This is an optimization exercise on Yosys and OpenROAD, whose aim is small area, not a production implementation. Function was checked by simulation only, so behaviour that the tests miss may differ from the original. Power and IR drop assume default switching activity. No driver is modelled on the clock port, so clocking that relies on it looks cheaper here than on a real chip.

## systolic
module systolic(
    input CLK,
    input [8*8-1:0] i_Data_I_In,
    input [4*8-1:0] i_Data_W_In,
    input [4-1:0] i_EN_W_In,
    input [3-1:0] i_EN_ID_In,
    input [4*24-1:0] i_Psum_In,
    output [4*24-1:0] o_Psum_Out,
    input  [4*16-1:0] i_Addr_P_In,
    input  [4*1-1:0] i_Valid_P_In,
    output [4*16-1:0] o_Addr_P_Out,
    output [4*1-1:0] o_Valid_P_Out
);
==> flow/config.mk <==
export PLATFORM = sky130hd
export DESIGN_NAME = systolic
export DESIGN_NICKNAME = systolic
export VERILOG_FILES = /design/flow/design.v
export SDC_FILE = /design/flow/constraint.sdc
export NUM_CORES = 4
export LEC_CHECK = 0
export CAP_MARGIN = 20
export CORE_MARGIN = 2
export CORE_UTILIZATION = 55
export GPL_TIMING_DRIVEN = 0
export PLACE_DENSITY = 0.7
export SLEW_MARGIN = 20
export SYNTH_HIERARCHICAL = 1
export SYNTH_MINIMUM_KEEP_SIZE = 0
==> flow/constraint.sdc <==
create_clock -name core_clock -period 8.0 [get_ports {CLK}]
set_input_delay 1.6000 -clock core_clock [delete_from_list [all_inputs] [get_ports {CLK}]]
set_output_delay 1.6000 -clock core_clock [all_outputs]
set_load 0.01 [all_outputs]
standard.sh (not shown) runs the stock make flow with config.mk's settings and CLKGATE_MAP_FILE= SYNTH_SCRIPT=/design/flow/synth_recipe.tcl, a recipe that flattens the netlist after the stock synthesis.
==> flow/flow/run.sh <==
#!/bin/bash
# Own layout flow: the standard synthesis, then area recovery on its netlist
# (flow/downsize.py puts combinational cells that abc sized up back to drive 1;
# registers are untouched), then the standard layout from floorplan to finish,
# with a clock tree built from larger sink clusters and without dummy loads, and drive-1 port buffers.
# Each step writes its full output to its own log file in this folder.
set -euo pipefail
R=orfs/results/$FLOW_PLATFORM/systolic/base
bash standard.sh synth > synth.log 2>&1
python3 flow/downsize.py $R/1_2_yosys.v \
  $FLOW_HOME/platforms/$FLOW_PLATFORM/lib/sky130_fd_sc_hd__tt_025C_1v80.lib > downsize.log 2>&1
rm -f $R/1_synth.odb
bash standard.sh \
  CTS_ARGS="-sink_clustering_enable -repair_clock_nets -dont_use_dummy_load -sink_clustering_size 32 -sink_clustering_max_diameter 140" \
  BUFFER_PORTS_ARGS="-buffer_cell sky130_fd_sc_hd__buf_1" \
  finish > layout.log 2>&1
==> flow/flow/downsize.py <==
#!/usr/bin/env python3
"""Area recovery on the synthesised netlist: every combinational cell that abc
sized up (drive strength 2 or more) goes back to its drive-1 variant when the
library has one.  Flip-flops, buffers and adder cells are left as they are; the
layout's own repair steps size cells up again where timing needs it."""
import re
import sys

net, lib = sys.argv[1], sys.argv[2]
cells = set(re.findall(r'cell\s*\(\s*"?(sky130_fd_sc_hd__\w+?)"?\s*\)', open(lib).read()))
keep = re.compile(r"sky130_fd_sc_hd__(df|edf|sdf|dl|buf|clk|fa_|ha_|conb|tap|fill|decap|diode)")
text = open(net).read()
count = {}


def sub(m):
    name = m.group(0)
    if keep.match(name):
        return name
    base, drive = m.group(1), m.group(2)
    small = f"{base}_1"
    if drive not in ("1", "0") and small in cells:
        count[name] = count.get(name, 0) + 1
        return small
    return name


text = re.sub(r"\b(sky130_fd_sc_hd__\w+?)_(\d+)\b", sub, text)
open(net, "w").write(text)
for k, v in sorted(count.items()):
    print(f"{k} -> _1: {v}")
Change:
--- a/flow/flow/run.sh
+++ b/flow/flow/run.sh
@@ -13,3 +13,3 @@
 bash standard.sh \
-  CTS_ARGS="-sink_clustering_enable -repair_clock_nets -dont_use_dummy_load -sink_clustering_size 32 -sink_clustering_max_diameter 140" \
+  CTS_ARGS="-sink_clustering_enable -repair_clock_nets -dont_use_dummy_load -sink_clustering_size 24 -sink_clustering_max_diameter 120" \
   BUFFER_PORTS_ARGS="-buffer_cell sky130_fd_sc_hd__buf_1" \
What happened: The new run finished clean. Total power is higher by 1.6%. Final area increases by 0.56%. Routed wire length stays flat. Via count goes up by 0.47%. Core utilization goes up by 0.33 points.

---

systolic, a different RTL version from the one above (not shown whole).
Size in the first run: roughly 6700 cells after synthesis, ~430 I/O pins, ~0.095 sq mm of cells after synthesis.
Settings: LEC_CHECK=0, CAP_MARGIN=20, CORE_MARGIN=2, CORE_UTILIZATION=55, PLACE_DENSITY=0.7, SLEW_MARGIN=20, SYNTH_HIERARCHICAL=1, SYNTH_MINIMUM_KEEP_SIZE=0; clock period 8.0 ns.
==> flow/flow/run.sh <==
#!/bin/bash
# Own layout flow: the standard synthesis, then area recovery on its netlist
# (flow/downsize.py puts combinational cells that abc sized up back to drive 1;
# registers are untouched), then the standard layout from floorplan to finish,
# with a clock tree built from larger sink clusters and without dummy loads.
# Each step writes its full output to its own log file in this folder.
set -euo pipefail
R=orfs/results/$FLOW_PLATFORM/systolic/base
bash standard.sh synth > synth.log 2>&1
python3 flow/downsize.py $R/1_2_yosys.v \
  $FLOW_HOME/platforms/$FLOW_PLATFORM/lib/sky130_fd_sc_hd__tt_025C_1v80.lib > downsize.log 2>&1
rm -f $R/1_synth.odb
bash standard.sh \
  CTS_ARGS="-sink_clustering_enable -repair_clock_nets -dont_use_dummy_load -sink_clustering_size 24 -sink_clustering_max_diameter 120" \
  finish > layout.log 2>&1
Scripts as last shown in full above: flow/flow/downsize.py
The first run ran to the end with no violations.
Edit:
==> flow/run.sh (new file) <==
#!/bin/bash
# synth_recipe.tcl (not shown) runs the flow's synth.tcl, then flattens the netlist and writes it again
# the make line also repeats each setting of config.mk as NAME=value (left out here)
make -C /OpenROAD-flow-scripts/flow DESIGN_CONFIG=/design/flow/config.mk WORK_HOME=/design/flow/orfs CLKGATE_MAP_FILE= SYNTH_SCRIPT=/design/flow/synth_recipe.tcl finish
Settings changed: CTS_BUF_LIST set to sky130_fd_sc_hd__clkbuf_4 sky130_fd_sc_hd__clkbuf_8, CTS_CLUSTER_SIZE set to 30.
removed: flow/flow/run.sh
removed: flow/flow/downsize.py
removed: flow/standard.sh
Result:
- die area goes up by 5.8%
- final area is higher by 10%
- core utilization goes up by 2.3 points
- via count increases by 4.7%
- worst hold slack is worse by 6.2 ps
- routed wire length goes up by 20%
- total power is higher by 17%
- area after synthesis goes up by about 6%
- maximum frequency rose by 1.2%
Edit:
Settings changed: CORE_UTILIZATION 55 to 45, CTS_BUF_LIST sky130_fd_sc_hd__clkbuf_4 sky130_fd_sc_hd__clkbuf_8 to unset, CTS_CLUSTER_SIZE 30 to unset, PLACE_DENSITY 0.7 to 0.6.
After rerunning:
- The changed run produced a clean layout
- area after synthesis stays the same
- register-to-register slack is better by 20 ps
- global-route usage came out lower by 4.9 points
Edit:
==> flow/flow/run.sh (new file) <==
#!/bin/bash
# Own layout flow: the standard synthesis, then area recovery on its netlist
# (flow/downsize.py puts combinational cells that abc sized up back to drive 1;
# registers are untouched), then the standard layout from floorplan to finish.
# Each step writes its full output to its own log file in this folder.
set -euo pipefail
R=orfs/results/$FLOW_PLATFORM/systolic/base
bash standard.sh synth > synth.log 2>&1
python3 flow/downsize.py $R/1_2_yosys.v \
  $FLOW_HOME/platforms/$FLOW_PLATFORM/lib/sky130_fd_sc_hd__tt_025C_1v80.lib > downsize.log 2>&1
rm -f $R/1_synth.odb
bash standard.sh finish > layout.log 2>&1
==> flow/flow/downsize.py (new file) <==
#!/usr/bin/env python3
"""Area recovery on the synthesised netlist: every combinational cell that abc
sized up (drive strength 2 or more) goes back to its drive-1 variant when the
library has one.  Flip-flops, buffers and adder cells are left as they are; the
layout's own repair steps size cells up again where timing needs it."""
import re
import sys

net, lib = sys.argv[1], sys.argv[2]
cells = set(re.findall(r'cell\s*\(\s*"?(sky130_fd_sc_hd__\w+?)"?\s*\)', open(lib).read()))
keep = re.compile(r"sky130_fd_sc_hd__(df|edf|sdf|dl|buf|clk|fa_|ha_|conb|tap|fill|decap|diode)")
text = open(net).read()
count = {}


def sub(m):
    name = m.group(0)
    if keep.match(name):
        return name
    base, drive = m.group(1), m.group(2)
    small = f"{base}_1"
    if drive not in ("1", "0") and small in cells:
        count[name] = count.get(name, 0) + 1
        return small
    return name


text = re.sub(r"\b(sky130_fd_sc_hd__\w+?)_(\d+)\b", sub, text)
open(net, "w").write(text)
for k, v in sorted(count.items()):
    print(f"{k} -> _1: {v}")
==> flow/standard.sh (new file) <==
#!/bin/bash
# synth_recipe.tcl (not shown) runs the flow's synth.tcl, then flattens the netlist and writes it again
# the make line also repeats each setting of config.mk as NAME=value (left out here)
make -C /OpenROAD-flow-scripts/flow DESIGN_CONFIG=/design/flow/config.mk WORK_HOME=/design/flow/orfs CLKGATE_MAP_FILE= SYNTH_SCRIPT=/design/flow/synth_recipe.tcl "${@:-finish}"
removed: flow/run.sh
Die area goes down by 5.5%.
Via count goes down by 1.6%.
Cell area goes down by 5.2%.
Worst hold slack hardly moves.
Final cell count goes down by 2.4%.
Sequential power hardly moves.
Edit:
--- a/flow/flow/run.sh
+++ b/flow/flow/run.sh
@@ -3,3 +3,4 @@
 # (flow/downsize.py puts combinational cells that abc sized up back to drive 1;
-# registers are untouched), then the standard layout from floorplan to finish.
+# registers are untouched), then the standard layout from floorplan to finish,
+# with a clock tree built from larger sink clusters and without dummy loads, and drive-1 port buffers.
 # Each step writes its full output to its own log file in this folder.
@@ -11,2 +12,5 @@
 rm -f $R/1_synth.odb
-bash standard.sh finish > layout.log 2>&1
+bash standard.sh \
+  CTS_ARGS="-sink_clustering_enable -repair_clock_nets -dont_use_dummy_load -sink_clustering_size 24 -sink_clustering_max_diameter 120" \
+  BUFFER_PORTS_ARGS="-buffer_cell sky130_fd_sc_hd__buf_1" \
+  finish > layout.log 2>&1
Settings changed: CORE_UTILIZATION 45 to 55, PLACE_DENSITY 0.6 to 0.7.
Effect:
- cell area drops by 7.9%
- cell count came out lower by 7.7%
- setup slack improved by 110 ps
- count of clock-buffer cells in the layout shrinks by 193
- routed wire length drops by 6.4%

## separate check: timing with driven ports
How much do the figures lean on ideal ports? The routed layouts below were timed once more, with nothing changed but the port constraints. Step 1: set_driving_cell puts a clkbuf_16 on CLK and a buf_2 on each other input, an assumption about the parent block. Step 2 also shifts input and output timing later by t, the mid clock arrival at the registers, as if the neighbouring blocks saw the same clock. Three values: ideal ports, drivers, drivers and shift; two values: the first two.
| run | t, ns | slack for setup (ns) | clock arrival spread, ns | worst data-port slew with drivers (ns) |
|---|---|---|---|---|
| the first run of note 1 | 0.792 | 0.267 / 0.281 / -0.493 | 0.103 / 0.103 | 0.11 |
| the second run of note 1 | 0.790 | 0.267 / 0.267 / -0.444 | 0.105 / 0.105 | 0.12 |
| the first run of note 2 | 0.815 | 0.112 / 0.140 / -0.675 | 0.051 / 0.052 | 0.09 |
| the second run of note 2 | 1.105 | 0.204 / 0.213 / -0.892 | 0.078 / 0.078 | 0.11 |
| the third run of note 2 | 0.931 | 0.110 / 0.095 / -0.837 | 0.061 / 0.061 | 0.16 |
| the fourth run of note 2 | 0.943 | 0.109 / 0.173 / -0.770 | 0.060 / 0.060 | 0.12 |
| the fifth run of note 2 | 0.800 | 0.223 / 0.223 / -0.483 | 0.101 / 0.101 | 0.08 |
Met with ideal ports but missed after step 2: setup timing in every run listed. The setup slack of the second run of note 2, which loses most, moves by +0.009 ns with the drivers and by -1.096 ns with both steps.
